Background: an optimization exercise with open tools, aiming at small area and a short achievable clock period. Do not read the settings as production practice.
Where RTL was checked, it was by simulation tests only, not by an equivalence proof against the original.
For run 3, only the layout was checked, not whether the RTL still works.

$ cat flow/run.sh
#!/bin/bash
# The standard synthesis and layout, with these changes to the layout:
#  * the port buffers are the smallest buffer cell (buffer_ports -buffer_cell) instead of
#    the delay-cell buffers buffer_ports picks by itself;
#  * the clock tree uses the buffers in flow/cts_bufs.txt and no dummy loads;
#  * repair_timing aims for extra setup slack (flow/setup_margin.txt, ns) so the resizer
#    speeds up the critical paths. The clock and I/O constraints are unchanged.
set -euo pipefail
# clock tree: small clock buffers and no dummy loads (64 flip-flops need little drive)
export CTS_ARGS="-sink_clustering_enable -repair_clock_nets -buf_list {$(cat flow/cts_bufs.txt)} -dont_use_dummy_load"
export BUFFER_PORTS_ARGS="-buffer_cell sky130_fd_sc_hd__buf_1"
M=$(cat flow/setup_margin.txt)
if [[ "$M" != "0" ]]; then export SETUP_SLACK_MARGIN=$M; fi
S=$(cat flow/move_sequence.txt)
if [[ -n "$S" ]]; then export SETUP_MOVE_SEQUENCE=$S; fi
bash standard.sh synth > synth.log 2>&1
bash standard.sh finish > layout.log 2>&1
$ cat design.v
`timescale 1ns / 1ps
module multiplier_16bit (
    input  wire clk,
    input  wire rst,
    input  wire signed [15:0] a,
    input  wire signed [15:0] b,
    output reg  signed [31:0] product,
    output reg  signed [15:0] a_out,
    output reg  signed [15:0] b_out
);
    wire [15:0] ag = a;
    wire [31:0] accn = product;
    wire [16:0] x0;    
    wire one0 = b[0] ^ 1'b0;
    wire two0 = (b[1] & ~b[0] & ~1'b0) | (~b[1] & b[0] & 1'b0);
    wire neg0 = b[1];
    assign x0[0] = ((one0 & ag[0]) | (two0 & 1'b0)) ^ neg0;
    assign x0[1] = ((one0 & ag[1]) | (two0 & ag[0])) ^ neg0;
    assign x0[2] = ((one0 & ag[2]) | (two0 & ag[1])) ^ neg0;
    assign x0[3] = ((one0 & ag[3]) | (two0 & ag[2])) ^ neg0;
    assign x0[4] = ((one0 & ag[4]) | (two0 & ag[3])) ^ neg0;
    assign x0[5] = ((one0 & ag[5]) | (two0 & ag[4])) ^ neg0;
    assign x0[6] = ((one0 & ag[6]) | (two0 & ag[5])) ^ neg0;
    assign x0[7] = ((one0 & ag[7]) | (two0 & ag[6])) ^ neg0;
    assign x0[8] = ((one0 & ag[8]) | (two0 & ag[7])) ^ neg0;
    assign x0[9] = ((one0 & ag[9]) | (two0 & ag[8])) ^ neg0;
    assign x0[10] = ((one0 & ag[10]) | (two0 & ag[9])) ^ neg0;
    assign x0[11] = ((one0 & ag[11]) | (two0 & ag[10])) ^ neg0;
    assign x0[12] = ((one0 & ag[12]) | (two0 & ag[11])) ^ neg0;
    assign x0[13] = ((one0 & ag[13]) | (two0 & ag[12])) ^ neg0;
    assign x0[14] = ((one0 & ag[14]) | (two0 & ag[13])) ^ neg0;
    assign x0[15] = ((one0 & ag[15]) | (two0 & ag[14])) ^ neg0;
    assign x0[16] = ~(((one0 & ag[15]) | (two0 & ag[15])) ^ neg0);
    wire [16:0] x1;    
    wire one1 = b[2] ^ b[1];
    wire two1 = (b[3] & ~b[2] & ~b[1]) | (~b[3] & b[2] & b[1]);
    wire neg1 = b[3];
    assign x1[0] = ((one1 & ag[0]) | (two1 & 1'b0)) ^ neg1;
    assign x1[1] = ((one1 & ag[1]) | (two1 & ag[0])) ^ neg1;
    assign x1[2] = ((one1 & ag[2]) | (two1 & ag[1])) ^ neg1;
    assign x1[3] = ((one1 & ag[3]) | (two1 & ag[2])) ^ neg1;
    assign x1[4] = ((one1 & ag[4]) | (two1 & ag[3])) ^ neg1;
    assign x1[5] = ((one1 & ag[5]) | (two1 & ag[4])) ^ neg1;
    assign x1[6] = ((one1 & ag[6]) | (two1 & ag[5])) ^ neg1;
    assign x1[7] = ((one1 & ag[7]) | (two1 & ag[6])) ^ neg1;
    assign x1[8] = ((one1 & ag[8]) | (two1 & ag[7])) ^ neg1;
    assign x1[9] = ((one1 & ag[9]) | (two1 & ag[8])) ^ neg1;
    assign x1[10] = ((one1 & ag[10]) | (two1 & ag[9])) ^ neg1;
    assign x1[11] = ((one1 & ag[11]) | (two1 & ag[10])) ^ neg1;
    assign x1[12] = ((one1 & ag[12]) | (two1 & ag[11])) ^ neg1;
    assign x1[13] = ((one1 & ag[13]) | (two1 & ag[12])) ^ neg1;
    assign x1[14] = ((one1 & ag[14]) | (two1 & ag[13])) ^ neg1;
    assign x1[15] = ((one1 & ag[15]) | (two1 & ag[14])) ^ neg1;
    assign x1[16] = ~(((one1 & ag[15]) | (two1 & ag[15])) ^ neg1);
    wire [16:0] x2;    
    wire one2 = b[4] ^ b[3];
    wire two2 = (b[5] & ~b[4] & ~b[3]) | (~b[5] & b[4] & b[3]);
    wire neg2 = b[5];
    assign x2[0] = ((one2 & ag[0]) | (two2 & 1'b0)) ^ neg2;
    assign x2[1] = ((one2 & ag[1]) | (two2 & ag[0])) ^ neg2;
    assign x2[2] = ((one2 & ag[2]) | (two2 & ag[1])) ^ neg2;
    assign x2[3] = ((one2 & ag[3]) | (two2 & ag[2])) ^ neg2;
    assign x2[4] = ((one2 & ag[4]) | (two2 & ag[3])) ^ neg2;
    assign x2[5] = ((one2 & ag[5]) | (two2 & ag[4])) ^ neg2;
    assign x2[6] = ((one2 & ag[6]) | (two2 & ag[5])) ^ neg2;
    assign x2[7] = ((one2 & ag[7]) | (two2 & ag[6])) ^ neg2;
    assign x2[8] = ((one2 & ag[8]) | (two2 & ag[7])) ^ neg2;
    assign x2[9] = ((one2 & ag[9]) | (two2 & ag[8])) ^ neg2;
    assign x2[10] = ((one2 & ag[10]) | (two2 & ag[9])) ^ neg2;
    assign x2[11] = ((one2 & ag[11]) | (two2 & ag[10])) ^ neg2;
    assign x2[12] = ((one2 & ag[12]) | (two2 & ag[11])) ^ neg2;
    assign x2[13] = ((one2 & ag[13]) | (two2 & ag[12])) ^ neg2;
    assign x2[14] = ((one2 & ag[14]) | (two2 & ag[13])) ^ neg2;
    assign x2[15] = ((one2 & ag[15]) | (two2 & ag[14])) ^ neg2;
    assign x2[16] = ~(((one2 & ag[15]) | (two2 & ag[15])) ^ neg2);
    wire [16:0] x3;    
    wire one3 = b[6] ^ b[5];
    wire two3 = (b[7] & ~b[6] & ~b[5]) | (~b[7] & b[6] & b[5]);
    wire neg3 = b[7];
    assign x3[0] = ((one3 & ag[0]) | (two3 & 1'b0)) ^ neg3;
    assign x3[1] = ((one3 & ag[1]) | (two3 & ag[0])) ^ neg3;
    assign x3[2] = ((one3 & ag[2]) | (two3 & ag[1])) ^ neg3;
    assign x3[3] = ((one3 & ag[3]) | (two3 & ag[2])) ^ neg3;
    assign x3[4] = ((one3 & ag[4]) | (two3 & ag[3])) ^ neg3;
    assign x3[5] = ((one3 & ag[5]) | (two3 & ag[4])) ^ neg3;
    assign x3[6] = ((one3 & ag[6]) | (two3 & ag[5])) ^ neg3;
    assign x3[7] = ((one3 & ag[7]) | (two3 & ag[6])) ^ neg3;
    assign x3[8] = ((one3 & ag[8]) | (two3 & ag[7])) ^ neg3;
    assign x3[9] = ((one3 & ag[9]) | (two3 & ag[8])) ^ neg3;
    assign x3[10] = ((one3 & ag[10]) | (two3 & ag[9])) ^ neg3;
    assign x3[11] = ((one3 & ag[11]) | (two3 & ag[10])) ^ neg3;
    assign x3[12] = ((one3 & ag[12]) | (two3 & ag[11])) ^ neg3;
    assign x3[13] = ((one3 & ag[13]) | (two3 & ag[12])) ^ neg3;
    assign x3[14] = ((one3 & ag[14]) | (two3 & ag[13])) ^ neg3;
    assign x3[15] = ((one3 & ag[15]) | (two3 & ag[14])) ^ neg3;
    assign x3[16] = ~(((one3 & ag[15]) | (two3 & ag[15])) ^ neg3);
    wire [16:0] x4;    
    wire one4 = b[8] ^ b[7];
    wire two4 = (b[9] & ~b[8] & ~b[7]) | (~b[9] & b[8] & b[7]);
    wire neg4 = b[9];
    assign x4[0] = ((one4 & ag[0]) | (two4 & 1'b0)) ^ neg4;
    assign x4[1] = ((one4 & ag[1]) | (two4 & ag[0])) ^ neg4;
    assign x4[2] = ((one4 & ag[2]) | (two4 & ag[1])) ^ neg4;
    assign x4[3] = ((one4 & ag[3]) | (two4 & ag[2])) ^ neg4;
    assign x4[4] = ((one4 & ag[4]) | (two4 & ag[3])) ^ neg4;
    assign x4[5] = ((one4 & ag[5]) | (two4 & ag[4])) ^ neg4;
    assign x4[6] = ((one4 & ag[6]) | (two4 & ag[5])) ^ neg4;
    assign x4[7] = ((one4 & ag[7]) | (two4 & ag[6])) ^ neg4;
    assign x4[8] = ((one4 & ag[8]) | (two4 & ag[7])) ^ neg4;
    assign x4[9] = ((one4 & ag[9]) | (two4 & ag[8])) ^ neg4;
    assign x4[10] = ((one4 & ag[10]) | (two4 & ag[9])) ^ neg4;
    assign x4[11] = ((one4 & ag[11]) | (two4 & ag[10])) ^ neg4;
    assign x4[12] = ((one4 & ag[12]) | (two4 & ag[11])) ^ neg4;
    assign x4[13] = ((one4 & ag[13]) | (two4 & ag[12])) ^ neg4;
    assign x4[14] = ((one4 & ag[14]) | (two4 & ag[13])) ^ neg4;
    assign x4[15] = ((one4 & ag[15]) | (two4 & ag[14])) ^ neg4;
    assign x4[16] = ~(((one4 & ag[15]) | (two4 & ag[15])) ^ neg4);
    wire [16:0] x5;    
    wire one5 = b[10] ^ b[9];
    wire two5 = (b[11] & ~b[10] & ~b[9]) | (~b[11] & b[10] & b[9]);
    wire neg5 = b[11];
    assign x5[0] = ((one5 & ag[0]) | (two5 & 1'b0)) ^ neg5;
    assign x5[1] = ((one5 & ag[1]) | (two5 & ag[0])) ^ neg5;
    assign x5[2] = ((one5 & ag[2]) | (two5 & ag[1])) ^ neg5;
    assign x5[3] = ((one5 & ag[3]) | (two5 & ag[2])) ^ neg5;
    assign x5[4] = ((one5 & ag[4]) | (two5 & ag[3])) ^ neg5;
    assign x5[5] = ((one5 & ag[5]) | (two5 & ag[4])) ^ neg5;
    assign x5[6] = ((one5 & ag[6]) | (two5 & ag[5])) ^ neg5;
    assign x5[7] = ((one5 & ag[7]) | (two5 & ag[6])) ^ neg5;
    assign x5[8] = ((one5 & ag[8]) | (two5 & ag[7])) ^ neg5;
    assign x5[9] = ((one5 & ag[9]) | (two5 & ag[8])) ^ neg5;
    assign x5[10] = ((one5 & ag[10]) | (two5 & ag[9])) ^ neg5;
    assign x5[11] = ((one5 & ag[11]) | (two5 & ag[10])) ^ neg5;
    assign x5[12] = ((one5 & ag[12]) | (two5 & ag[11])) ^ neg5;
    assign x5[13] = ((one5 & ag[13]) | (two5 & ag[12])) ^ neg5;
    assign x5[14] = ((one5 & ag[14]) | (two5 & ag[13])) ^ neg5;
    assign x5[15] = ((one5 & ag[15]) | (two5 & ag[14])) ^ neg5;
    assign x5[16] = ~(((one5 & ag[15]) | (two5 & ag[15])) ^ neg5);
    wire [16:0] x6;    
    wire one6 = b[12] ^ b[11];
    wire two6 = (b[13] & ~b[12] & ~b[11]) | (~b[13] & b[12] & b[11]);
    wire neg6 = b[13];
    assign x6[0] = ((one6 & ag[0]) | (two6 & 1'b0)) ^ neg6;
    assign x6[1] = ((one6 & ag[1]) | (two6 & ag[0])) ^ neg6;
    assign x6[2] = ((one6 & ag[2]) | (two6 & ag[1])) ^ neg6;
    assign x6[3] = ((one6 & ag[3]) | (two6 & ag[2])) ^ neg6;
    assign x6[4] = ((one6 & ag[4]) | (two6 & ag[3])) ^ neg6;
    assign x6[5] = ((one6 & ag[5]) | (two6 & ag[4])) ^ neg6;
    assign x6[6] = ((one6 & ag[6]) | (two6 & ag[5])) ^ neg6;
    assign x6[7] = ((one6 & ag[7]) | (two6 & ag[6])) ^ neg6;
    assign x6[8] = ((one6 & ag[8]) | (two6 & ag[7])) ^ neg6;
    assign x6[9] = ((one6 & ag[9]) | (two6 & ag[8])) ^ neg6;
    assign x6[10] = ((one6 & ag[10]) | (two6 & ag[9])) ^ neg6;
    assign x6[11] = ((one6 & ag[11]) | (two6 & ag[10])) ^ neg6;
    assign x6[12] = ((one6 & ag[12]) | (two6 & ag[11])) ^ neg6;
    assign x6[13] = ((one6 & ag[13]) | (two6 & ag[12])) ^ neg6;
    assign x6[14] = ((one6 & ag[14]) | (two6 & ag[13])) ^ neg6;
    assign x6[15] = ((one6 & ag[15]) | (two6 & ag[14])) ^ neg6;
    assign x6[16] = ~(((one6 & ag[15]) | (two6 & ag[15])) ^ neg6);
    wire [16:0] x7;    
    wire one7 = b[14] ^ b[13];
    wire two7 = (b[15] & ~b[14] & ~b[13]) | (~b[15] & b[14] & b[13]);
    wire neg7 = b[15];
    assign x7[0] = ((one7 & ag[0]) | (two7 & 1'b0)) ^ neg7;
    assign x7[1] = ((one7 & ag[1]) | (two7 & ag[0])) ^ neg7;
    assign x7[2] = ((one7 & ag[2]) | (two7 & ag[1])) ^ neg7;
    assign x7[3] = ((one7 & ag[3]) | (two7 & ag[2])) ^ neg7;
    assign x7[4] = ((one7 & ag[4]) | (two7 & ag[3])) ^ neg7;
    assign x7[5] = ((one7 & ag[5]) | (two7 & ag[4])) ^ neg7;
    assign x7[6] = ((one7 & ag[6]) | (two7 & ag[5])) ^ neg7;
    assign x7[7] = ((one7 & ag[7]) | (two7 & ag[6])) ^ neg7;
    assign x7[8] = ((one7 & ag[8]) | (two7 & ag[7])) ^ neg7;
    assign x7[9] = ((one7 & ag[9]) | (two7 & ag[8])) ^ neg7;
    assign x7[10] = ((one7 & ag[10]) | (two7 & ag[9])) ^ neg7;
    assign x7[11] = ((one7 & ag[11]) | (two7 & ag[10])) ^ neg7;
    assign x7[12] = ((one7 & ag[12]) | (two7 & ag[11])) ^ neg7;
    assign x7[13] = ((one7 & ag[13]) | (two7 & ag[12])) ^ neg7;
    assign x7[14] = ((one7 & ag[14]) | (two7 & ag[13])) ^ neg7;
    assign x7[15] = ((one7 & ag[15]) | (two7 & ag[14])) ^ neg7;
    assign x7[16] = ~(((one7 & ag[15]) | (two7 & ag[15])) ^ neg7);
    wire s0, c1;
    fa us0 (accn[0], b[1], x0[0], s0, c1);
    wire s2, c3;
    fa us2 (accn[1], x0[1], c1, s2, c3);
    wire s4, c5;
    fa us4 (accn[2], b[3], x0[2], s4, c5);
    wire s6, c7;
    fa us6 (x1[0], s4, c3, s6, c7);
    wire s8, c9;
    fa us8 (accn[3], x0[3], x1[1], s8, c9);
    wire s10, c11;
    fa us10 (c5, s8, c7, s10, c11);
    wire s12, c13;
    fa us12 (accn[4], b[5], x0[4], s12, c13);
    wire s14, c15;
    fa us14 (x1[2], x2[0], c9, s14, c15);
    wire s16, c17;
    fa us16 (s12, s14, c11, s16, c17);
    wire s18, c19;
    fa us18 (accn[5], x0[5], x1[3], s18, c19);
    wire s20, c21;
    fa us20 (x2[1], c13, s18, s20, c21);
    wire s22, c23;
    ha us22 (c15, s20, s22, c23);
    wire s24, c25;
    fa us24 (accn[6], b[7], x0[6], s24, c25);
    wire s26, c27;
    fa us26 (x1[4], x2[2], x3[0], s26, c27);
    wire s28, c29;
    fa us28 (c19, s24, s26, s28, c29);
    wire s30, c31;
    fa us30 (c21, s28, c23, s30, c31);
    wire s32, c33;
    fa us32 (accn[7], x0[7], x1[5], s32, c33);
    wire s34, c35;
    fa us34 (x2[3], x3[1], c25, s34, c35);
    wire s36, c37;
    fa us36 (c27, s32, s34, s36, c37);
    wire s38, c39;
    fa us38 (c29, s36, c31, s38, c39);
    wire s40, c41;
    fa us40 (accn[8], b[9], x0[8], s40, c41);
    wire s42, c43;
    fa us42 (x1[6], x2[4], x3[2], s42, c43);
    wire s44, c45;
    fa us44 (x4[0], c33, s40, s44, c45);
    wire s46, c47;
    fa us46 (s42, c35, s44, s46, c47);
    wire s48, c49;
    ha us48 (c37, s46, s48, c49);
    wire s50, c51;
    fa us50 (accn[9], x0[9], x1[7], s50, c51);
    wire s52, c53;
    fa us52 (x2[5], x3[3], x4[1], s52, c53);
    wire s54, c55;
    fa us54 (c41, c43, s50, s54, c55);
    wire s56, c57;
    fa us56 (s52, c45, s54, s56, c57);
    wire s58, c59;
    fa us58 (c47, s56, c49, s58, c59);
    wire s60, c61;
    fa us60 (accn[10], b[11], x0[10], s60, c61);
    wire s62, c63;
    fa us62 (x1[8], x2[6], x3[4], s62, c63);
    wire s64, c65;
    fa us64 (x4[2], x5[0], c51, s64, c65);
    wire s66, c67;
    fa us66 (c53, s60, s62, s66, c67);
    wire s68, c69;
    fa us68 (s64, c55, s66, s68, c69);
    wire s70, c71;
    ha us70 (c57, s68, s70, c71);
    wire s72, c73;
    fa us72 (accn[11], x0[11], x1[9], s72, c73);
    wire s74, c75;
    fa us74 (x2[7], x3[5], x4[3], s74, c75);
    wire s76, c77;
    fa us76 (x5[1], c61, c63, s76, c77);
    wire s78, c79;
    fa us78 (s72, s74, c65, s78, c79);
    wire s80, c81;
    fa us80 (s76, c67, s78, s80, c81);
    wire s82, c83;
    fa us82 (c69, c71, s80, s82, c83);
    wire s84, c85;
    fa us84 (accn[12], b[13], x0[12], s84, c85);
    wire s86, c87;
    fa us86 (x1[10], x2[8], x3[6], s86, c87);
    wire s88, c89;
    fa us88 (x4[4], x5[2], x6[0], s88, c89);
    wire s90, c91;
    fa us90 (c73, c75, s84, s90, c91);
    wire s92, c93;
    fa us92 (s86, s88, c77, s92, c93);
    wire s94, c95;
    fa us94 (s90, c79, s92, s94, c95);
    wire s96, c97;
    ha us96 (c81, s94, s96, c97);
    wire s98, c99;
    fa us98 (accn[13], x0[13], x1[11], s98, c99);
    wire s100, c101;
    fa us100 (x2[9], x3[7], x4[5], s100, c101);
    wire s102, c103;
    fa us102 (x5[3], x6[1], c85, s102, c103);
    wire s104, c105;
    fa us104 (c87, c89, s98, s104, c105);
    wire s106, c107;
    fa us106 (s100, s102, c91, s106, c107);
    wire s108, c109;
    fa us108 (s104, c93, s106, s108, c109);
    wire s110, c111;
    ha us110 (c95, s108, s110, c111);
    wire s112, c113;
    fa us112 (accn[14], b[15], x0[14], s112, c113);
    wire s114, c115;
    fa us114 (x1[12], x2[10], x3[8], s114, c115);
    wire s116, c117;
    fa us116 (x4[6], x5[4], x6[2], s116, c117);
    wire s118, c119;
    fa us118 (x7[0], c99, c101, s118, c119);
    wire s120, c121;
    fa us120 (s112, s114, s116, s120, c121);
    wire s122, c123;
    fa us122 (c103, s118, c105, s122, c123);
    wire s124, c125;
    fa us124 (s120, c107, s122, s124, c125);
    wire s126, c127;
    ha us126 (c109, s124, s126, c127);
    wire s128, c129;
    fa us128 (accn[15], x0[15], x1[13], s128, c129);
    wire s130, c131;
    fa us130 (x2[11], x3[9], x4[7], s130, c131);
    wire s132, c133;
    fa us132 (x5[5], x6[3], x7[1], s132, c133);
    wire s134, c135;
    fa us134 (c113, c115, c117, s134, c135);
    wire s136, c137;
    fa us136 (s128, s130, s132, s136, c137);
    wire s138, c139;
    fa us138 (c119, s134, c121, s138, c139);
    wire s140, c141;
    fa us140 (s136, c123, s138, s140, c141);
    wire s142, c143;
    ha us142 (c125, s140, s142, c143);
    wire s144, c145;
    fa us144 (accn[16], x0[16], 1'b1, s144, c145);
    wire s146, c147;
    fa us146 (x1[14], x2[12], x3[10], s146, c147);
    wire s148, c149;
    fa us148 (x4[8], x5[6], x6[4], s148, c149);
    wire s150, c151;
    fa us150 (x7[2], s144, c129, s150, c151);
    wire s152, c153;
    fa us152 (c131, c133, s146, s152, c153);
    wire s154, c155;
    fa us154 (s148, c135, s150, s154, c155);
    wire s156, c157;
    fa us156 (c137, s152, c139, s156, c157);
    wire s158, c159;
    fa us158 (s154, c141, s156, s158, c159);
    wire s160, c161;
    fa us160 (accn[17], x1[15], 1'b1, s160, c161);
    wire s162, c163;
    fa us162 (x2[13], x3[11], x4[9], s162, c163);
    wire s164, c165;
    fa us164 (x5[7], x6[5], x7[3], s164, c165);
    wire s166, c167;
    fa us166 (c145, s160, c147, s166, c167);
    wire s168, c169;
    fa us168 (c149, s162, s164, s168, c169);
    wire s170, c171;
    fa us170 (c151, s166, c153, s170, c171);
    wire s172, c173;
    fa us172 (s168, c155, s170, s172, c173);
    wire s174, c175;
    ha us174 (c157, s172, s174, c175);
    wire s176, c177;
    fa us176 (accn[18], x1[16], x2[14], s176, c177);
    wire s178, c179;
    fa us178 (x3[12], x4[10], x5[8], s178, c179);
    wire s180, c181;
    fa us180 (x6[6], x7[4], c161, s180, c181);
    wire s182, c183;
    fa us182 (c163, c165, s176, s182, c183);
    wire s184, c185;
    fa us184 (s178, s180, c167, s184, c185);
    wire s186, c187;
    fa us186 (c169, s182, c171, s186, c187);
    wire s188, c189;
    fa us188 (s184, c173, s186, s188, c189);
    wire s190, c191;
    fa us190 (accn[19], x2[15], 1'b1, s190, c191);
    wire s192, c193;
    fa us192 (x3[13], x4[11], x5[9], s192, c193);
    wire s194, c195;
    fa us194 (x6[7], x7[5], s190, s194, c195);
    wire s196, c197;
    fa us196 (c177, c179, s192, s196, c197);
    wire s198, c199;
    fa us198 (c181, s194, c183, s198, c199);
    wire s200, c201;
    fa us200 (s196, c185, s198, s200, c201);
    wire s202, c203;
    ha us202 (c187, s200, s202, c203);
    wire s204, c205;
    fa us204 (accn[20], x2[16], x3[14], s204, c205);
    wire s206, c207;
    fa us206 (x4[12], x5[10], x6[8], s206, c207);
    wire s208, c209;
    fa us208 (x7[6], c191, c193, s208, c209);
    wire s210, c211;
    fa us210 (s204, s206, c195, s210, c211);
    wire s212, c213;
    fa us212 (s208, c197, s210, s212, c213);
    wire s214, c215;
    fa us214 (c199, s212, c201, s214, c215);
    wire s216, c217;
    fa us216 (accn[21], x3[15], 1'b1, s216, c217);
    wire s218, c219;
    fa us218 (x4[13], x5[11], x6[9], s218, c219);
    wire s220, c221;
    fa us220 (x7[7], s216, c205, s220, c221);
    wire s222, c223;
    fa us222 (c207, s218, c209, s222, c223);
    wire s224, c225;
    fa us224 (s220, c211, s222, s224, c225);
    wire s226, c227;
    ha us226 (c213, s224, s226, c227);
    wire s228, c229;
    fa us228 (accn[22], x3[16], x4[14], s228, c229);
    wire s230, c231;
    fa us230 (x5[12], x6[10], x7[8], s230, c231);
    wire s232, c233;
    fa us232 (c217, c219, s228, s232, c233);
    wire s234, c235;
    fa us234 (s230, c221, s232, s234, c235);
    wire s236, c237;
    fa us236 (c223, s234, c225, s236, c237);
    wire s238, c239;
    fa us238 (accn[23], x4[15], 1'b1, s238, c239);
    wire s240, c241;
    fa us240 (x5[13], x6[11], x7[9], s240, c241);
    wire s242, c243;
    fa us242 (s238, c229, c231, s242, c243);
    wire s244, c245;
    fa us244 (s240, s242, c233, s244, c245);
    wire s246, c247;
    ha us246 (c235, s244, s246, c247);
    wire s248, c249;
    fa us248 (accn[24], x4[16], x5[14], s248, c249);
    wire s250, c251;
    fa us250 (x6[12], x7[10], c239, s250, c251);
    wire s252, c253;
    fa us252 (c241, s248, s250, s252, c253);
    wire s254, c255;
    fa us254 (c243, s252, c245, s254, c255);
    wire s256, c257;
    fa us256 (accn[25], x5[15], 1'b1, s256, c257);
    wire s258, c259;
    fa us258 (x6[13], x7[11], s256, s258, c259);
    wire s260, c261;
    fa us260 (c249, c251, s258, s260, c261);
    wire s262, c263;
    fa us262 (c253, s260, c255, s262, c263);
    wire s264, c265;
    fa us264 (accn[26], x5[16], x6[14], s264, c265);
    wire s266, c267;
    fa us266 (x7[12], c257, s264, s266, c267);
    wire s268, c269;
    fa us268 (c259, s266, c261, s268, c269);
    wire s270, c271;
    fa us270 (accn[27], x6[15], 1'b1, s270, c271);
    wire s272, c273;
    fa us272 (x7[13], s270, c265, s272, c273);
    wire s274, c275;
    fa us274 (s272, c267, c269, s274, c275);
    wire s276, c277;
    fa us276 (accn[28], x6[16], x7[14], s276, c277);
    wire s278, c279;
    fa us278 (c271, s276, c273, s278, c279);
    wire s280, c281;
    fa us280 (accn[29], x7[15], 1'b1, s280, c281);
    wire s282, c283;
    fa us282 (s280, c277, c279, s282, c283);
    wire s284, c285;
    fa us284 (accn[30], x7[16], c281, s284, c285);
    wire s286, c287;
    fa us286 (accn[31], c285, 1'b1, s286, c287);
    wire [31:0] r0 = {s286, s284, s282, s278, s274, s268, s262, c247, s246, c227, s226, c203, s202, c175, s174, c143, c127, c111, c97, s96, s82, s70, s58, s48, s38, s30, s22, s16, s10, s6, s2, s0};
    wire [31:0] r1 = {1'b0, c283, 1'b0, c275, 1'b0, c263, 1'b0, s254, c237, s236, c215, s214, c189, s188, c159, s158, s142, s126, s110, c83, 1'b0, c59, 1'b0, c39, 1'b0, 1'b0, c17, 1'b0, 1'b0, 1'b0, 1'b0, 1'b0};
    wire [31:0] sum;
    wire [31:0] p0, gn;
    assign p0[0] = r0[0];
    assign gn[0] = 1'b1;
    assign p0[1] = r0[1];
    assign gn[1] = 1'b1;
    assign p0[2] = r0[2];
    assign gn[2] = 1'b1;
    assign p0[3] = r0[3];
    assign gn[3] = 1'b1;
    assign p0[4] = r0[4];
    assign gn[4] = 1'b1;
    wire g5;
    ha upg5 (r0[5], r1[5], p0[5], g5);
    assign gn[5] = ~g5;
    assign p0[6] = r0[6];
    assign gn[6] = 1'b1;
    assign p0[7] = r0[7];
    assign gn[7] = 1'b1;
    wire g8;
    ha upg8 (r0[8], r1[8], p0[8], g8);
    assign gn[8] = ~g8;
    assign p0[9] = r0[9];
    assign gn[9] = 1'b1;
    wire g10;
    ha upg10 (r0[10], r1[10], p0[10], g10);
    assign gn[10] = ~g10;
    assign p0[11] = r0[11];
    assign gn[11] = 1'b1;
    wire g12;
    ha upg12 (r0[12], r1[12], p0[12], g12);
    assign gn[12] = ~g12;
    wire g13;
    ha upg13 (r0[13], r1[13], p0[13], g13);
    assign gn[13] = ~g13;
    wire g14;
    ha upg14 (r0[14], r1[14], p0[14], g14);
    assign gn[14] = ~g14;
    wire g15;
    ha upg15 (r0[15], r1[15], p0[15], g15);
    assign gn[15] = ~g15;
    wire g16;
    ha upg16 (r0[16], r1[16], p0[16], g16);
    assign gn[16] = ~g16;
    wire g17;
    ha upg17 (r0[17], r1[17], p0[17], g17);
    assign gn[17] = ~g17;
    wire g18;
    ha upg18 (r0[18], r1[18], p0[18], g18);
    assign gn[18] = ~g18;
    wire g19;
    ha upg19 (r0[19], r1[19], p0[19], g19);
    assign gn[19] = ~g19;
    wire g20;
    ha upg20 (r0[20], r1[20], p0[20], g20);
    assign gn[20] = ~g20;
    wire g21;
    ha upg21 (r0[21], r1[21], p0[21], g21);
    assign gn[21] = ~g21;
    wire g22;
    ha upg22 (r0[22], r1[22], p0[22], g22);
    assign gn[22] = ~g22;
    wire g23;
    ha upg23 (r0[23], r1[23], p0[23], g23);
    assign gn[23] = ~g23;
    wire g24;
    ha upg24 (r0[24], r1[24], p0[24], g24);
    assign gn[24] = ~g24;
    assign p0[25] = r0[25];
    assign gn[25] = 1'b1;
    wire g26;
    ha upg26 (r0[26], r1[26], p0[26], g26);
    assign gn[26] = ~g26;
    assign p0[27] = r0[27];
    assign gn[27] = 1'b1;
    wire g28;
    ha upg28 (r0[28], r1[28], p0[28], g28);
    assign gn[28] = ~g28;
    assign p0[29] = r0[29];
    assign gn[29] = 1'b1;
    wire g30;
    ha upg30 (r0[30], r1[30], p0[30], g30);
    assign gn[30] = ~g30;
    assign p0[31] = r0[31];
    assign gn[31] = 1'b1;
    wire G288 = ~gn[1] | (p0[1] & ~gn[0]);
    wire G289 = ~gn[3] | (p0[3] & ~gn[2]);
    wire P290 = p0[3] & p0[2];
    wire G291 = ~gn[5] | (p0[5] & ~gn[4]);
    wire P292 = p0[5] & p0[4];
    wire G293 = ~gn[7] | (p0[7] & ~gn[6]);
    wire P294 = p0[7] & p0[6];
    wire G295 = ~gn[9] | (p0[9] & ~gn[8]);
    wire P296 = p0[9] & p0[8];
    wire G297 = ~gn[11] | (p0[11] & ~gn[10]);
    wire P298 = p0[11] & p0[10];
    wire G299 = ~gn[13] | (p0[13] & ~gn[12]);
    wire P300 = p0[13] & p0[12];
    wire G301 = ~gn[15] | (p0[15] & ~gn[14]);
    wire P302 = p0[15] & p0[14];
    wire G303 = ~gn[17] | (p0[17] & ~gn[16]);
    wire P304 = p0[17] & p0[16];
    wire G305 = ~gn[19] | (p0[19] & ~gn[18]);
    wire P306 = p0[19] & p0[18];
    wire G307 = ~gn[21] | (p0[21] & ~gn[20]);
    wire P308 = p0[21] & p0[20];
    wire G309 = ~gn[23] | (p0[23] & ~gn[22]);
    wire P310 = p0[23] & p0[22];
    wire G311 = ~gn[25] | (p0[25] & ~gn[24]);
    wire P312 = p0[25] & p0[24];
    wire G313 = ~gn[27] | (p0[27] & ~gn[26]);
    wire P314 = p0[27] & p0[26];
    wire G315 = ~gn[29] | (p0[29] & ~gn[28]);
    wire P316 = p0[29] & p0[28];
    wire G317 = ~gn[31] | (p0[31] & ~gn[30]);
    wire P318 = p0[31] & p0[30];
    wire G319 = ~gn[2] | (p0[2] & G288);
    wire G320 = G289 | (P290 & G288);
    wire G321 = ~gn[6] | (p0[6] & G291);
    wire P322 = p0[6] & P292;
    wire G323 = G293 | (P294 & G291);
    wire P324 = P294 & P292;
    wire G325 = ~gn[10] | (p0[10] & G295);
    wire P326 = p0[10] & P296;
    wire G327 = G297 | (P298 & G295);
    wire P328 = P298 & P296;
    wire G329 = ~gn[14] | (p0[14] & G299);
    wire P330 = p0[14] & P300;
    wire G331 = G301 | (P302 & G299);
    wire P332 = P302 & P300;
    wire G333 = ~gn[18] | (p0[18] & G303);
    wire P334 = p0[18] & P304;
    wire G335 = G305 | (P306 & G303);
    wire P336 = P306 & P304;
    wire G337 = ~gn[22] | (p0[22] & G307);
    wire P338 = p0[22] & P308;
    wire G339 = G309 | (P310 & G307);
    wire P340 = P310 & P308;
    wire G341 = ~gn[26] | (p0[26] & G311);
    wire P342 = p0[26] & P312;
    wire G343 = G313 | (P314 & G311);
    wire P344 = P314 & P312;
    wire G345 = ~gn[30] | (p0[30] & G315);
    wire P346 = p0[30] & P316;
    wire G347 = G317 | (P318 & G315);
    wire P348 = P318 & P316;
    wire G349 = ~gn[4] | (p0[4] & G320);
    wire G350 = G291 | (P292 & G320);
    wire G351 = G321 | (P322 & G320);
    wire G352 = G323 | (P324 & G320);
    wire G353 = ~gn[12] | (p0[12] & G327);
    wire P354 = p0[12] & P328;
    wire G355 = G299 | (P300 & G327);
    wire P356 = P300 & P328;
    wire G357 = G329 | (P330 & G327);
    wire P358 = P330 & P328;
    wire G359 = G331 | (P332 & G327);
    wire P360 = P332 & P328;
    wire G361 = ~gn[20] | (p0[20] & G335);
    wire P362 = p0[20] & P336;
    wire G363 = G307 | (P308 & G335);
    wire P364 = P308 & P336;
    wire G365 = G337 | (P338 & G335);
    wire P366 = P338 & P336;
    wire G367 = G339 | (P340 & G335);
    wire P368 = P340 & P336;
    wire G369 = ~gn[28] | (p0[28] & G343);
    wire P370 = p0[28] & P344;
    wire G371 = G315 | (P316 & G343);
    wire P372 = P316 & P344;
    wire G373 = G345 | (P346 & G343);
    wire P374 = P346 & P344;
    wire G375 = G347 | (P348 & G343);
    wire P376 = P348 & P344;
    wire G377 = ~gn[8] | (p0[8] & G352);
    wire G378 = G295 | (P296 & G352);
    wire G379 = G325 | (P326 & G352);
    wire G380 = G327 | (P328 & G352);
    wire G381 = G353 | (P354 & G352);
    wire G382 = G355 | (P356 & G352);
    wire G383 = G357 | (P358 & G352);
    wire G384 = G359 | (P360 & G352);
    wire G385 = ~gn[24] | (p0[24] & G367);
    wire P386 = p0[24] & P368;
    wire G387 = G311 | (P312 & G367);
    wire P388 = P312 & P368;
    wire G389 = G341 | (P342 & G367);
    wire P390 = P342 & P368;
    wire G391 = G343 | (P344 & G367);
    wire P392 = P344 & P368;
    wire G393 = G369 | (P370 & G367);
    wire P394 = P370 & P368;
    wire G395 = G371 | (P372 & G367);
    wire P396 = P372 & P368;
    wire G397 = G373 | (P374 & G367);
    wire P398 = P374 & P368;
    wire G399 = G375 | (P376 & G367);
    wire P400 = P376 & P368;
    wire G401 = ~gn[16] | (p0[16] & G384);
    wire G402 = G303 | (P304 & G384);
    wire G403 = G333 | (P334 & G384);
    wire G404 = G335 | (P336 & G384);
    wire G405 = G361 | (P362 & G384);
    wire G406 = G363 | (P364 & G384);
    wire G407 = G365 | (P366 & G384);
    wire G408 = G367 | (P368 & G384);
    wire G409 = G385 | (P386 & G384);
    wire G410 = G387 | (P388 & G384);
    wire G411 = G389 | (P390 & G384);
    wire G412 = G391 | (P392 & G384);
    wire G413 = G393 | (P394 & G384);
    wire G414 = G395 | (P396 & G384);
    wire G415 = G397 | (P398 & G384);
    wire G416 = G399 | (P400 & G384);
    wire [31:0] cy = {G415, G414, G413, G412, G411, G410, G409, G408, G407, G406, G405, G404, G403, G402, G401, G384, G383, G382, G381, G380, G379, G378, G377, G352, G351, G350, G349, G320, G319, G288, ~gn[0], 1'b0};
    assign sum = p0 ^ cy;
    always @(posedge clk) begin
        product <= sum & {32{~rst}};
        a_out   <= a & {16{~rst}};
        b_out   <= b & {16{~rst}};
    end
endmodule
module booth_enc (input wire b1, input wire b0, input wire bm1, output wire one, output wire two, output wire neg);
    assign one = b0 ^ bm1;
    assign two = (b1 & ~b0 & ~bm1) | (~b1 & b0 & bm1);
    assign neg = b1;
endmodule
module booth_row (input wire [15:0] a, input wire [2:0] b, output wire [16:0] x);
    wire one = b[1] ^ b[0];
    wire two = (b[2] & ~b[1] & ~b[0]) | (~b[2] & b[1] & b[0]);
    wire [16:0] a1 = {a[15], a};
    wire [16:0] a2 = {a, 1'b0};
    wire [16:0] y = ((a1 & {17{one}}) | (a2 & {17{two}})) ^ {17{b[2]}};
    assign x = {~y[16], y[15:0]};
endmodule
module booth_row_i (input wire [15:0] a, input wire [2:0] b, output wire [16:0] x);
    wire one = b[1] ^ b[0];
    wire two = (b[2] & ~b[1] & ~b[0]) | (~b[2] & b[1] & b[0]);
    wire [16:0] a1 = {a[15], a};
    wire [16:0] a2 = {a, 1'b0};
    wire [16:0] y = ((a1 & {17{one}}) | (a2 & {17{two}})) ^ {17{b[2]}};
    assign x = {y[16], ~y[15:0]};
endmodule
module pg (input wire a, input wire b, output wire p, output wire gn);
    assign p  = a ^ b;
    assign gn = ~(a & b);
endmodule
module pgi (input wire an, input wire bn, output wire p, output wire gn);
    assign p  = an ^ bn;
    assign gn = an | bn;
endmodule
module fa (input wire a, input wire b, input wire c, output wire s, output wire co);
    assign s  = a ^ b ^ c;
    assign co = (a & b) | (a & c) | (b & c);
endmodule
module ha (input wire a, input wire b, output wire s, output wire co);
    assign s  = a ^ b;
    assign co = a & b;
endmodule
module fa1 (input wire a, input wire b, output wire s, output wire co);
    assign s  = ~(a ^ b);
    assign co = a | b;
endmodule
$ cat constraint.sdc
create_clock -name core_clock -period 20.0 [get_ports {clk}]
set_input_delay 4.0000 -clock core_clock [delete_from_list [all_inputs] [get_ports {clk}]]
set_output_delay 4.0000 -clock core_clock [all_outputs]
set_load 0.01 [all_outputs]
$ cat flow/cts_bufs.txt
sky130_fd_sc_hd__clkbuf_8
$ cat config.mk
export PLATFORM = sky130hd
export DESIGN_NAME = multiplier_16bit
export DESIGN_NICKNAME = multiplier_16bit
export VERILOG_FILES = /design/flow/design.v
export SDC_FILE = /design/flow/constraint.sdc
export NUM_CORES = 4
export LEC_CHECK = 0
export ABC_AREA = 1
export CAP_MARGIN = 20
export CORE_MARGIN = 2
export CORE_UTILIZATION = 40
export SLEW_MARGIN = 20
export SYNTH_HIERARCHICAL = 1
$ cat flow/setup_margin.txt
10.8
$ cat standard.sh
#!/bin/bash
# synth_recipe.tcl (not shown) runs the flow's synth.tcl, then flattens the netlist and writes it again
# the make line also repeats each setting of config.mk as NAME=value (left out here)
make -C /OpenROAD-flow-scripts/flow DESIGN_CONFIG=/design/flow/config.mk WORK_HOME=/design/flow/orfs CLKGATE_MAP_FILE= SYNTH_SCRIPT=/design/flow/synth_recipe.tcl "${@:-finish}"
$ cat flow/move_sequence.txt
unbuffer,sizeup,swap
==> results of run 1 <==
==> timing repair <==
action | 4_1_cts | 5_1_grt
resized for setup | 0 | 8
setup buffers | 0 | 0
endpoints found under the setup margin | 0 | 15
==> path summary, 6_finish.rpt <==
kind | cells past startpoint | startpoint | endpoint
worst max-delay path | 20 | b[11] | product[17]
worst min-delay path | 3 | product[0] | product[0]
worst max register to register | 13 | product[13] | product[17]
worst min register to register | 3 | product[0] | product[0]
==> cell families after synthesis <==
| kind of cell | after synthesis | share of synthesized area |
|---|---|---|
| other | 1 | 0.000451 |
| AOI/OAI and AO/OA | 175 | 0.142 |
| adders and majority gates | 166 | 0.370 |
| DFF | 64 | 0.154 |
| buffers and inverters | 144 | 0.0761 |
| xor gates and xnor gates | 128 | 0.135 |
| and+or+nand+nor | 229 | 0.123 |
==> critical path, stage by stage <==
cell     delay [ps]
buf_1            70
buf_4           340
nor2_1          140
inv_1            70
nand2_1         390
o22ai_1         380
xor2_1          210
fa_1            450
fa_1            390
fa_1            510
fa_1            420
ha_1            290
ha_1            320
nand2_1         110
inv_1            60
a21oi_2         170
nand3_4         230
ha_1            270
o21a_1          160
nor3_1          110
==> Yosys stat by module (local to each module, per instance) <==
| module | cells | flops+latches |
|---|---|---|
| ha | 1 | 0 |
| multiplier_16bit | 744 | 64 |
| fa | 1 | 0 |
==> metal layers <==
layer / wire length [µm] / vias up / GRT usage
met5: 0 / - / 0
met3: 1730 / 34 / 0.0583
met1: 9810 / 3216 / 0.295
li1: - / 3117 / -
met4: 377 / 0 / 0.0519
met2: 9560 / 261 / 0.303
==> area by class of cell <==
cell class,instances,area (µm²),area share
Sequential cell,64,1280,0.143
Timing Repair Buffer,108,448,0.0498
Clock buffer,9,124,0.0138
Multi-Input combinational cell,707,6470,0.720
Inverter,87,327,0.0363
Tap cell,270,338,0.0376
==> registers in the layout (all words and copies together), names as in the netlist <==
signal / cells
b_out: 16
product: 32
a_out: 16
==> Yosys cell counts (2+ instances only) <==
cell	n	area, µm²
fa_1	133	2660
xor2_1	127	1110
o22ai_1	106	663
nand2_1	86	323
nor2_1	86	323
dfxtp_1	64	1280
inv_1	61	229
ha_1	33	413
a21oi_1	27	135
clkbuf_1	21	78.8
buf_2	17	85.1
clkinv_1	14	52.6
nand3_1	14	70.1
buf_4	13	97.6
o22ai_2	13	163
inv_2	12	45.0
nor3_1	10	50.1
nand4_1	8	50.1
o21ai_2	8	70.1
a211oi_1	7	52.6
nand2_2	7	43.8
o21ai_0	6	30.0
nor2_2	5	31.3
buf_1	3	11.3
buf_6	3	33.8
nand3_2	3	30.0
nand3b_1	3	22.5
o21bai_1	3	22.5
nand3_4	2	35.0
nor4_1	2	12.5
o21a_1	2	15.0
==> through the flow <==
stage	worst slack (ps)	hold WS (ps)
6_report	11160	694
5_1_grt	10830	765
4_1_cts	10910	690
3_5_place_dp	10550	669
3_3_place_gp	10650	667
2_1_floorplan	11580	686
==> flow_summary.ini, run 1 <==
[worst_setup_path]
crit_path_start_kind = input pin
critPathMaxFanout = 22
reg2reg_setup_slack_ps = 15890
path_class = input pin to flop
crit_arrival_ps = 9110
crit_required_ps = 20270
worstSetupEndpointType = flop

[layout]
fin_nets = 1177
fin_cells = 1245
final_cell_mix = 133 x fa_1, 127 x xor2_1, 106 x o22ai_1
nFillCells = 1975
num_antenna_cells = 0
area_growth_pct = 8.09
utilization = 0.443
layout_commonest_cell = fa_1
stdcell_area_mm2 = 0.00899
drive_gt1_frac = 0.0821

[floorplan]
ios = 98
die_w_um = 148
die_area_mm2 = 0.0220
die_y_um = 148
std_cell_rows = 52
core_area_mm2 = 0.0203
start_util = 0.410

[clocking]
cts_tree = yes
cts_sinks = 64
cts_buffers = 9
h-tree-depth = 3
cts_max_path_buffers = 2
clkLatencyLatePin_ps = 370
root_buffer = clkbuf_8
clkTransAtPathRegs_ps = 70
cts_hold_buf = 0

[grt]
grt-ovfl-total = 0
grt_max_degree = 51
grt_usage = 0.205
grt_pass1_wl_mm = 35.3
antenna_found_initial = 0
grt_pass1_vias = 6531

[timing]
fmax_ghz = 0.113
fin_setup_tns_ps = 0
skew_ps = 31.0
worstMarginPinSlew_ps = 804
grt_setup_unrepaired = false
period_needed_ps = 8840
slew_violations = 0
slew_headroom = 0.463
final-setup-viol-count = 0
fin_crit_sh = 0.442
hold_violations = 0

[run_status]
status = no timing/DRC/antenna violations

[placement]
io_buffers = 97
place.gp.congestion = 0.862
place_hpwl_mm = 16.6
dpl_cell_area_mm2 = 0.00883
dp_cells = 1236

[routing]
avgViaCountPerCell = 5.32
drtIter0Drc = 484
drc = 0
drt-pass1-iter-count = 4
wl_mm = 21.5
vias = 6628
wl_per_cell_um = 17.3
ant_nets = 0

[logic_synthesis]
syn_inst = 907
synth_area_mm2 = 0.00832
synth_edf_count = 0
synthArstFlopShare = 0
ys_types = 39
ys_warn_count = 7
synth_ff_type = dfxtp_1
ys_seq_area_frac = 0.154
synth-seq-cells = 64
avgSynthCellArea_um2 = 9.17

[worst_hold_path]
hold_class = flop to flop

[job]
cap_violations = 0
==> inputs of run 2 (changes only) <==
--- a/flow/run.sh
+++ b/flow/run.sh
@@ -8,5 +8,5 @@
 set -euo pipefail
 # clock tree: small clock buffers and no dummy loads (64 flip-flops need little drive)
-export CTS_ARGS="-sink_clustering_enable -repair_clock_nets -buf_list {$(cat flow/cts_bufs.txt)} -dont_use_dummy_load"
+export CTS_ARGS="-sink_clustering_enable -repair_clock_nets -buf_list {$(cat flow/cts_bufs.txt)} -dont_use_dummy_load -sink_clustering_size 24 -sink_clustering_max_diameter 120"
 export BUFFER_PORTS_ARGS="-buffer_cell sky130_fd_sc_hd__buf_1"
 M=$(cat flow/setup_margin.txt)
==> flow_summary.ini, run 2 <==
[timing]
period_needed_ps = 8840
skew_ps = 31.0
hold_violations = 0
fmax_ghz = 0.113
fin_setup_tns_ps = 0
fin_crit_sh = 0.442
worstMarginPinSlew_ps = 804
slew_violations = 0
final-setup-viol-count = 0
grt_setup_unrepaired = false
slew_headroom = 0.463

[logic_synthesis]
ys_types = 39
synth_edf_count = 0
syn_inst = 907
synth.area.top_cells = fa_1 32%, dfxtp_1 15%, xor2_1 13%
avgSynthCellArea_um2 = 9.17
synth_ff_type = dfxtp_1
synth_most_common_cell = fa_1
synth_area_mm2 = 0.00832
ys_seq_area_frac = 0.154
synth_top_area_share = 0.320
synthArstFlopShare = 0
synth-seq-cells = 64
synth_commonest_cells = 133 x fa_1, 127 x xor2_1, 106 x o22ai_1
ys_warn_count = 7
synth_largest_area_cell = fa_1

[floorplan]
ios = 98
die_w_um = 148
core_area_mm2 = 0.0203
die_y_um = 148
die_area_mm2 = 0.0220
start_util = 0.410
std_cell_rows = 52

[worst_setup_path]
slowest_stage = fa_1
cp_num_cells = 20
crit_top_cell = fa_1
crit_required_ps = 20270
crit_chain = buf_1 > buf_4 > nor2_1 > inv_1 > nand2_1 > o22ai_1 > xor2_1 > fa_1 > fa_1 > fa_1 > fa_1 > ha_1 > ha_1 > nand2_1 > inv_1 > a21oi_2 > nand3_4 > ha_1 > o21a_1 > nor3_1
max_stage_delay_ps = 510
crit_arrival_ps = 9110
crit_path_start_kind = input pin
worstSetupEndpointType = flop
path_class = input pin to flop
path_delay_family = adder cells
r2r_cells = 13
cp_num_buf_inv = 4
critPathMaxFanout = 22

[layout]
final_cell_mix = 133 x fa_1, 127 x xor2_1, 106 x o22ai_1
top_register = product
utilization = 0.443
drive_gt1_frac = 0.0821
layout_commonest_cell = fa_1
nFillCells = 1975
largest_register_ffs = 32
fin_nets = 1177
fin_cells = 1245
largestRegisters = product x32, a_out x16, b_out x16
num_antenna_cells = 0
area_growth_pct = 8.09

[grt]
grt_max_degree = 51
grt_pass1_wl_mm = 35.3
grt-ovfl-total = 0
antenna_found_initial = 0
grt_pass1_vias = 6531
grt_usage = 0.205

[clocking]
root_buffer = clkbuf_8
cts_sinks = 64
h-tree-depth = 3
cts_buffers = 9
cts_tree = yes
cts_setup_buffers = 0
clkTransAtPathRegs_ps = 70
cts_max_path_buffers = 2
cts_hold_buf = 0
clkLatencyLatePin_ps = 370

[routing]
ant_nets = 0
wl_per_cell_um = 17.3
drc = 0
avgViaCountPerCell = 5.32
drt-pass1-iter-count = 4
drtIter0Drc = 484
vias = 6628
wl_mm = 21.5

[worst_hold_path]
hold_class = flop to flop
worstHoldPathCells = 3

[job]
cap_violations = 0

[placement]
dp_cells = 1236
place_hpwl_mm = 16.6
place.gp.congestion = 0.862
io_buffers = 97

[run_status]
status = no timing/DRC/antenna violations
run 2: cell counts in the layout (fill, tap and decap cells not counted):
Identical to the previous run, type by type.
run 2: per-module statistics from Yosys (local to each module, per instance):
module | copies in the design | flip-flops and latches | cells inside
fa | 133 | 0 | 1
ha | 30 | 0 | 1
multiplier_16bit | 1 | 64 | 744
run 2: timing repair:
action,CTS,global route
resized for setup,0,8
endpoints found under the setup margin,0,15
hold endpoints to repair,0,0
run 2: layout make-up:
| type | instances | area (µm²) | share of cell area |
|---|---|---|---|
| Multi-Input combinational cell | 707 | 6470 | 0.720 |
| Sequential cell | 64 | 1280 | 0.143 |
| Timing Repair Buffer | 108 | 448 | 0.0498 |
| Tap cell | 270 | 338 | 0.0376 |
| Inverter | 87 | 327 | 0.0363 |
| Clock buffer | 9 | 124 | 0.0138 |
run 2: final timing paths:
check / startpoint / to / slack (ps)
worst max-delay path: b[11] / product[17] / 11160
worst min-delay path: product[0] / product[0] / 690
worst max register to register: product[13] / product[17] / 15890
worst min register to register: product[0] / product[0] / 690
run 2: through the flow:
step | worst slack [ps] | instance area [µm²] | hold slack (ps)
final | 11160 | 8990 | 694
after global routing | 10830 | 8990 | 765
after CTS | 10910 | 8950 | 690
after detailed placement | 10550 | 8830 | 669
after global placement | 10650 | 8830 | 667
after floorplan | 11580 | 8350 | 686
run 2: logic make-up (layout without fill, tap and decap cells):
kind of cell / Yosys count / after routing / synth area share
and+or+nand+nor: 229 / 229 / 0.123
AOI/OAI and AO/OA: 175 / 175 / 0.142
adders and majority gates: 166 / 166 / 0.370
buffers and inverters: 144 / 204 / 0.0761
xor gates and xnor gates: 128 / 128 / 0.135
DFF: 64 / 64 / 0.154
other: 1 / 9 / 0.000451
run 2: routing by layer:
| metal | share of wire | routed length [µm] | vias to the layer above | GRT usage |
|---|---|---|---|---|
| li1 | - | - | 3117 | - |
| met1 | 0.46 | 9810 | 3216 | 0.295 |
| met2 | 0.45 | 9560 | 261 | 0.303 |
| met3 | 0.081 | 1730 | 34 | 0.0583 |
| met4 | 0.018 | 377 | 0 | 0.0519 |
| met5 | 0 | 0 | - | 0 |
run 2: tightest hold or removal path, stage by stage (launching register included):
cell and delay (ps):
dfxtp_1 370, fa_1 180, inv_1 40, nor2_1 70
==> inputs of run 3 (changes only) <==
--- a/design.v
+++ b/design.v
@@ -216,7 +216,7 @@
     fa us34 (x2[3], x3[1], c25, s34, c35);
     wire s36, c37;
-    fa us36 (c27, s32, s34, s36, c37);
+    fa us36 (c27, s32, c29, s36, c37);
     wire s38, c39;
-    fa us38 (c29, s36, c31, s38, c39);
+    fa us38 (s34, s36, c31, s38, c39);
     wire s40, c41;
     fa us40 (accn[8], b[9], x0[8], s40, c41);
@@ -248,5 +248,5 @@
     fa us66 (c53, s60, s62, s66, c67);
     wire s68, c69;
-    fa us68 (s64, c55, s66, s68, c69);
+    fa us68 (c55, s64, s66, s68, c69);
     wire s70, c71;
     ha us70 (c57, s68, s70, c71);
@@ -260,7 +260,7 @@
     fa us78 (s72, s74, c65, s78, c79);
     wire s80, c81;
-    fa us80 (s76, c67, s78, s80, c81);
+    fa us80 (c67, s76, s78, s80, c81);
     wire s82, c83;
-    fa us82 (c69, c71, s80, s82, c83);
+    ha us82 (c69, c71, s82, c83);
     wire s84, c85;
     fa us84 (accn[12], b[13], x0[12], s84, c85);
@@ -286,5 +286,5 @@
     fa us104 (c87, c89, s98, s104, c105);
     wire s106, c107;
-    fa us106 (s100, s102, c91, s106, c107);
+    fa us106 (s100, c91, s102, s106, c107);
     wire s108, c109;
     fa us108 (s104, c93, s106, s108, c109);
@@ -302,5 +302,5 @@
     fa us120 (s112, s114, s116, s120, c121);
     wire s122, c123;
-    fa us122 (c103, s118, c105, s122, c123);
+    fa us122 (c103, c105, s118, s122, c123);
     wire s124, c125;
     fa us124 (s120, c107, s122, s124, c125);
@@ -318,5 +318,5 @@
     fa us136 (s128, s130, s132, s136, c137);
     wire s138, c139;
-    fa us138 (c119, s134, c121, s138, c139);
+    fa us138 (c119, c121, s134, s138, c139);
     wire s140, c141;
     fa us140 (s136, c123, s138, s140, c141);
@@ -334,7 +334,7 @@
     fa us152 (c131, c133, s146, s152, c153);
     wire s154, c155;
-    fa us154 (s148, c135, s150, s154, c155);
+    fa us154 (s148, c135, c137, s154, c155);
     wire s156, c157;
-    fa us156 (c137, s152, c139, s156, c157);
+    fa us156 (s150, s152, c139, s156, c157);
     wire s158, c159;
     fa us158 (s154, c141, s156, s158, c159);
@@ -350,5 +350,5 @@
     fa us168 (c149, s162, s164, s168, c169);
     wire s170, c171;
-    fa us170 (c151, s166, c153, s170, c171);
+    fa us170 (c151, c153, s166, s170, c171);
     wire s172, c173;
     fa us172 (s168, c155, s170, s172, c173);
@@ -392,5 +392,5 @@
     fa us210 (s204, s206, c195, s210, c211);
     wire s212, c213;
-    fa us212 (s208, c197, s210, s212, c213);
+    fa us212 (c197, s208, s210, s212, c213);
     wire s214, c215;
     fa us214 (c199, s212, c201, s214, c215);
@@ -424,5 +424,5 @@
     fa us242 (s238, c229, c231, s242, c243);
     wire s244, c245;
-    fa us244 (s240, s242, c233, s244, c245);
+    fa us244 (s240, c233, s242, s244, c245);
     wire s246, c247;
     ha us246 (c235, s244, s246, c247);
@@ -442,5 +442,5 @@
     fa us260 (c249, c251, s258, s260, c261);
     wire s262, c263;
-    fa us262 (c253, s260, c255, s262, c263);
+    ha us262 (c253, s260, s262, c263);
     wire s264, c265;
     fa us264 (accn[26], x5[16], x6[14], s264, c265);
@@ -454,5 +454,5 @@
     fa us272 (x7[13], s270, c265, s272, c273);
     wire s274, c275;
-    fa us274 (s272, c267, c269, s274, c275);
+    fa us274 (c267, s272, c269, s274, c275);
     wire s276, c277;
     fa us276 (accn[28], x6[16], x7[14], s276, c277);
@@ -467,6 +467,6 @@
     wire s286, c287;
     fa us286 (accn[31], c285, 1'b1, s286, c287);
-    wire [31:0] r0 = {s286, s284, s282, s278, s274, s268, s262, c247, s246, c227, s226, c203, s202, c175, s174, c143, c127, c111, c97, s96, s82, s70, s58, s48, s38, s30, s22, s16, s10, s6, s2, s0};
-    wire [31:0] r1 = {1'b0, c283, 1'b0, c275, 1'b0, c263, 1'b0, s254, c237, s236, c215, s214, c189, s188, c159, s158, s142, s126, s110, c83, 1'b0, c59, 1'b0, c39, 1'b0, 1'b0, c17, 1'b0, 1'b0, 1'b0, 1'b0, 1'b0};
+    wire [31:0] r0 = {s286, s284, s282, s278, s274, c263, s262, c247, s246, c227, s226, c203, s202, c175, s174, c143, c127, c111, c97, c83, s80, s70, s58, s48, s38, s30, s22, s16, s10, s6, s2, s0};
+    wire [31:0] r1 = {1'b0, c283, 1'b0, c275, 1'b0, s268, c255, s254, c237, s236, c215, s214, c189, s188, c159, s158, s142, s126, s110, s96, s82, c59, 1'b0, c39, 1'b0, 1'b0, c17, 1'b0, 1'b0, 1'b0, 1'b0, 1'b0};
     wire [31:0] sum;
     wire [31:0] p0, gn;
@@ -496,6 +496,7 @@
     ha upg10 (r0[10], r1[10], p0[10], g10);
     assign gn[10] = ~g10;
-    assign p0[11] = r0[11];
-    assign gn[11] = 1'b1;
+    wire g11;
+    ha upg11 (r0[11], r1[11], p0[11], g11);
+    assign gn[11] = ~g11;
     wire g12;
     ha upg12 (r0[12], r1[12], p0[12], g12);
@@ -537,6 +538,7 @@
     ha upg24 (r0[24], r1[24], p0[24], g24);
     assign gn[24] = ~g24;
-    assign p0[25] = r0[25];
-    assign gn[25] = 1'b1;
+    wire g25;
+    ha upg25 (r0[25], r1[25], p0[25], g25);
+    assign gn[25] = ~g25;
     wire g26;
     ha upg26 (r0[26], r1[26], p0[26], g26);
--- a/flow/run.sh
+++ b/flow/run.sh
@@ -8,5 +8,5 @@
 set -euo pipefail
 # clock tree: small clock buffers and no dummy loads (64 flip-flops need little drive)
-export CTS_ARGS="-sink_clustering_enable -repair_clock_nets -buf_list {$(cat flow/cts_bufs.txt)} -dont_use_dummy_load -sink_clustering_size 24 -sink_clustering_max_diameter 120"
+export CTS_ARGS="-sink_clustering_enable -repair_clock_nets -buf_list {$(cat flow/cts_bufs.txt)} -dont_use_dummy_load"
 export BUFFER_PORTS_ARGS="-buffer_cell sky130_fd_sc_hd__buf_1"
 M=$(cat flow/setup_margin.txt)
==> flow_summary.ini, run 3 <==
[grt]
grt-ovfl-total = 0
grt_usage = 0.204
grt_pass1_vias = 6495
grt_max_degree = 47
grt_pass1_wl_mm = 35.1
antenna_found_initial = 0

[layout]
top_register = product
num_antenna_cells = 0
nFillCells = 2046
area_growth_pct = 7.94
register_area_mm2 = 0.00128
final_cell_mix = 131 x fa_1, 127 x xor2_1, 115 x o22ai_1
drive_gt1_frac = 0.0633
multi_input_area_mm2 = 0.00647
layout_commonest_cell = fa_1
largest_register_ffs = 32
fin_nets = 1199
largestRegisters = product x32, a_out x16, b_out x16

[worst_setup_path]
path_delay_family = adder cells
cp_num_buf_inv = 3
path_class = input pin to flop
critPathMaxFanout = 22
crit_path_start_kind = input pin
worstSetupEndpointType = flop
crit_top_cell = fa_1
crit_required_ps = 20270
max_stage_delay_ps = 530
crit_arrival_ps = 9050
slowest_stage = fa_1
crit_chain = buf_1 > buf_4 > nor2_1 > o21ai_4 > o22ai_1 > xor2_1 > fa_1 > fa_1 > fa_1 > fa_1 > ha_1 > ha_1 > nand2_2 > inv_1 > a21oi_1 > nand3_4 > ha_1 > o21a_1 > nor3_1

[logic_synthesis]
synthArstFlopShare = 0
ys_seq_area_frac = 0.154
ys_types = 35
synth_top_area_share = 0.315
synth_most_common_cell = fa_1
synth_edf_count = 0
synth_commonest_cells = 131 x fa_1, 127 x xor2_1, 115 x o22ai_1
synth.area.top_cells = fa_1 31%, dfxtp_1 15%, xor2_1 13%
synth_area_mm2 = 0.00833
avgSynthCellArea_um2 = 8.97
ys_warn_count = 7
synth_largest_area_cell = fa_1
synth-seq-cells = 64
synth_ff_type = dfxtp_1
syn_inst = 929

[floorplan]
die_w_um = 148
core_area_mm2 = 0.0204
ios = 98
start_util = 0.409
std_cell_rows = 52
die_area_mm2 = 0.0220
die_y_um = 148

[clocking]
h-tree-depth = 3
clkLatencyLatePin_ps = 370
root_buffer = clkbuf_8
cts_sinks = 64
clkTransAtPathRegs_ps = 60
cts_buffers = 9
cts_max_path_buffers = 2
cts_tree = yes

[timing]
fin_setup_tns_ps = 0
skew_ps = 23.4
fmax_ghz = 0.114
layout_setup_ws_ps = 11230
grt_setup_unrepaired = false
fin_crit_sh = 0.439
period_needed_ps = 8770
timing.hold.ws_ps = 689
final-setup-viol-count = 0
slew_violations = 0
hold_violations = 0
worstMarginPinSlew_ps = 806
slew_headroom = 0.462

[routing]
avgViaCountPerCell = 5.27
wl_per_cell_um = 16.8
drc = 0
vias = 6671
drt-pass1-iter-count = 5
ant_nets = 0
drtIter0Drc = 537
wl_mm = 21.3

[worst_hold_path]
hold_class = flop to flop

[job]
cap_violations = 0

[placement]
pre_cts_ws_ps = 10590
place.gp.congestion = 0.859
place_hpwl_mm = 16.4
io_buffers = 97

[run_status]
status = no timing/DRC/antenna violations
==> run 3: cell types whose count changed after synthesis, moves of 4 or more <==
cell / previous run / this run
ha_1: 33 / 37
buf_2: 17 / 26
inv_1: 61 / 73
o22ai_2: 13 / 4
clkbuf_1: 21 / 9
nand2_1: 86 / 98
inv_2: 12 / 6
o22ai_1: 106 / 115
nor2_1: 86 / 92
==> run 3: metal layers <==
layer  GRT usage  vias to the layer above  share of wire
li1            -                     3171              -
met1       0.305                     3237           0.47
met3      0.0402                       23          0.068
met5           0                        -              0
met2       0.303                      240           0.45
met4      0.0510                        0          0.012
==> run 3: cell families after synthesis <==
kind of cell    share of synthesized area
other cells                      0.000450
compound gates                      0.135
flops                               0.154
fa+ha+maj                           0.370
simple gates                        0.124
xor+xnor                            0.135
buf+inv                            0.0823
==> run 3: repair_timing <==
action,CTS,global route
resized for setup,0,14
hold buffers,0,0
endpoints found under the setup margin,0,11
buffers inserted,0,0
==> run 3: worst register-to-register path, stage by stage, from the launching register on <==
cell,delay [ps]
dfxtp_1,340
fa_1,450
fa_1,480
fa_1,510
fa_1,410
ha_1,280
ha_1,360
nand2_2,140
inv_1,50
a21oi_1,220
nand3_4,230
ha_1,270
o21a_1,170
nor3_1,110
==> run 3: layout make-up <==
class / instances / share of cell area
Timing Repair Buffer: 106 / 0.0481
Inverter: 94 / 0.0392
Clock buffer: 9 / 0.0138
Sequential cell: 64 / 0.142
Tap cell: 270 / 0.0376
Multi-Input combinational cell: 722 / 0.719
==> run 3: per-module statistics from Yosys, one instance, submodules excluded <==
module | cells inside | times used
ha | 1 | 34
fa | 1 | 131
multiplier_16bit | 764 | 1
==> run 3: worst paths after layout <==
kind / startpoint / endpoint / slack, ps / cells after the start
setup / recovery: b[7] / product[17] / 11230 / 19
hold / removal: product[0] / product[0] / 690 / 3
setup reg to reg: product[13] / product[17] / 15900 / 13
hold reg to reg: product[0] / product[0] / 690 / 3
==> run 3: metrics by stage <==
stage | cells | area (µm²) | utilization
2_1_floorplan | 937 | 8360 | -
3_3_place_gp | 1256 | 8800 | 0.432
3_5_place_dp | 1256 | 8800 | 0.432
4_1_cts | 1265 | 8920 | 0.438
5_1_grt | 1265 | 8990 | 0.442
6_report | 1265 | 8990 | 0.442

afterwards: timing with drivers on the ports:
No port has a modelled driver above. Below, the same layouts with a new extraction and two added sets of constraints.
Step 1 sets driving cells, clkbuf_16 on the clock port and buf_2 on the other inputs (assumed; they add their load-dependent delay and slew).
Step 2, shift: input delay + t, output delay - t, t = (earliest + latest rising clock arrival at the registers) / 2. This alone moves slack from input paths to output paths.
a / b / c = no drivers / after step 1 / after step 2; a / b = the first two.
run | t (ns) | slack for setup (ns) | worst setup path after step 2 | clock arrival spread, ns | worst data-port slew with drivers (ns)
run 1 | 0.401 | 11.157 / 11.175 / 10.773 | input to register | 0.031 / 0.031 | 0.05
run 2 | 0.401 | 11.157 / 11.175 / 10.773 | input to register | 0.031 / 0.031 | 0.05
run 3 | 0.401 | 11.226 / 11.248 / 10.847 | input to register | 0.026 / 0.026 | 0.04
After both steps every run listed still meets setup and hold.
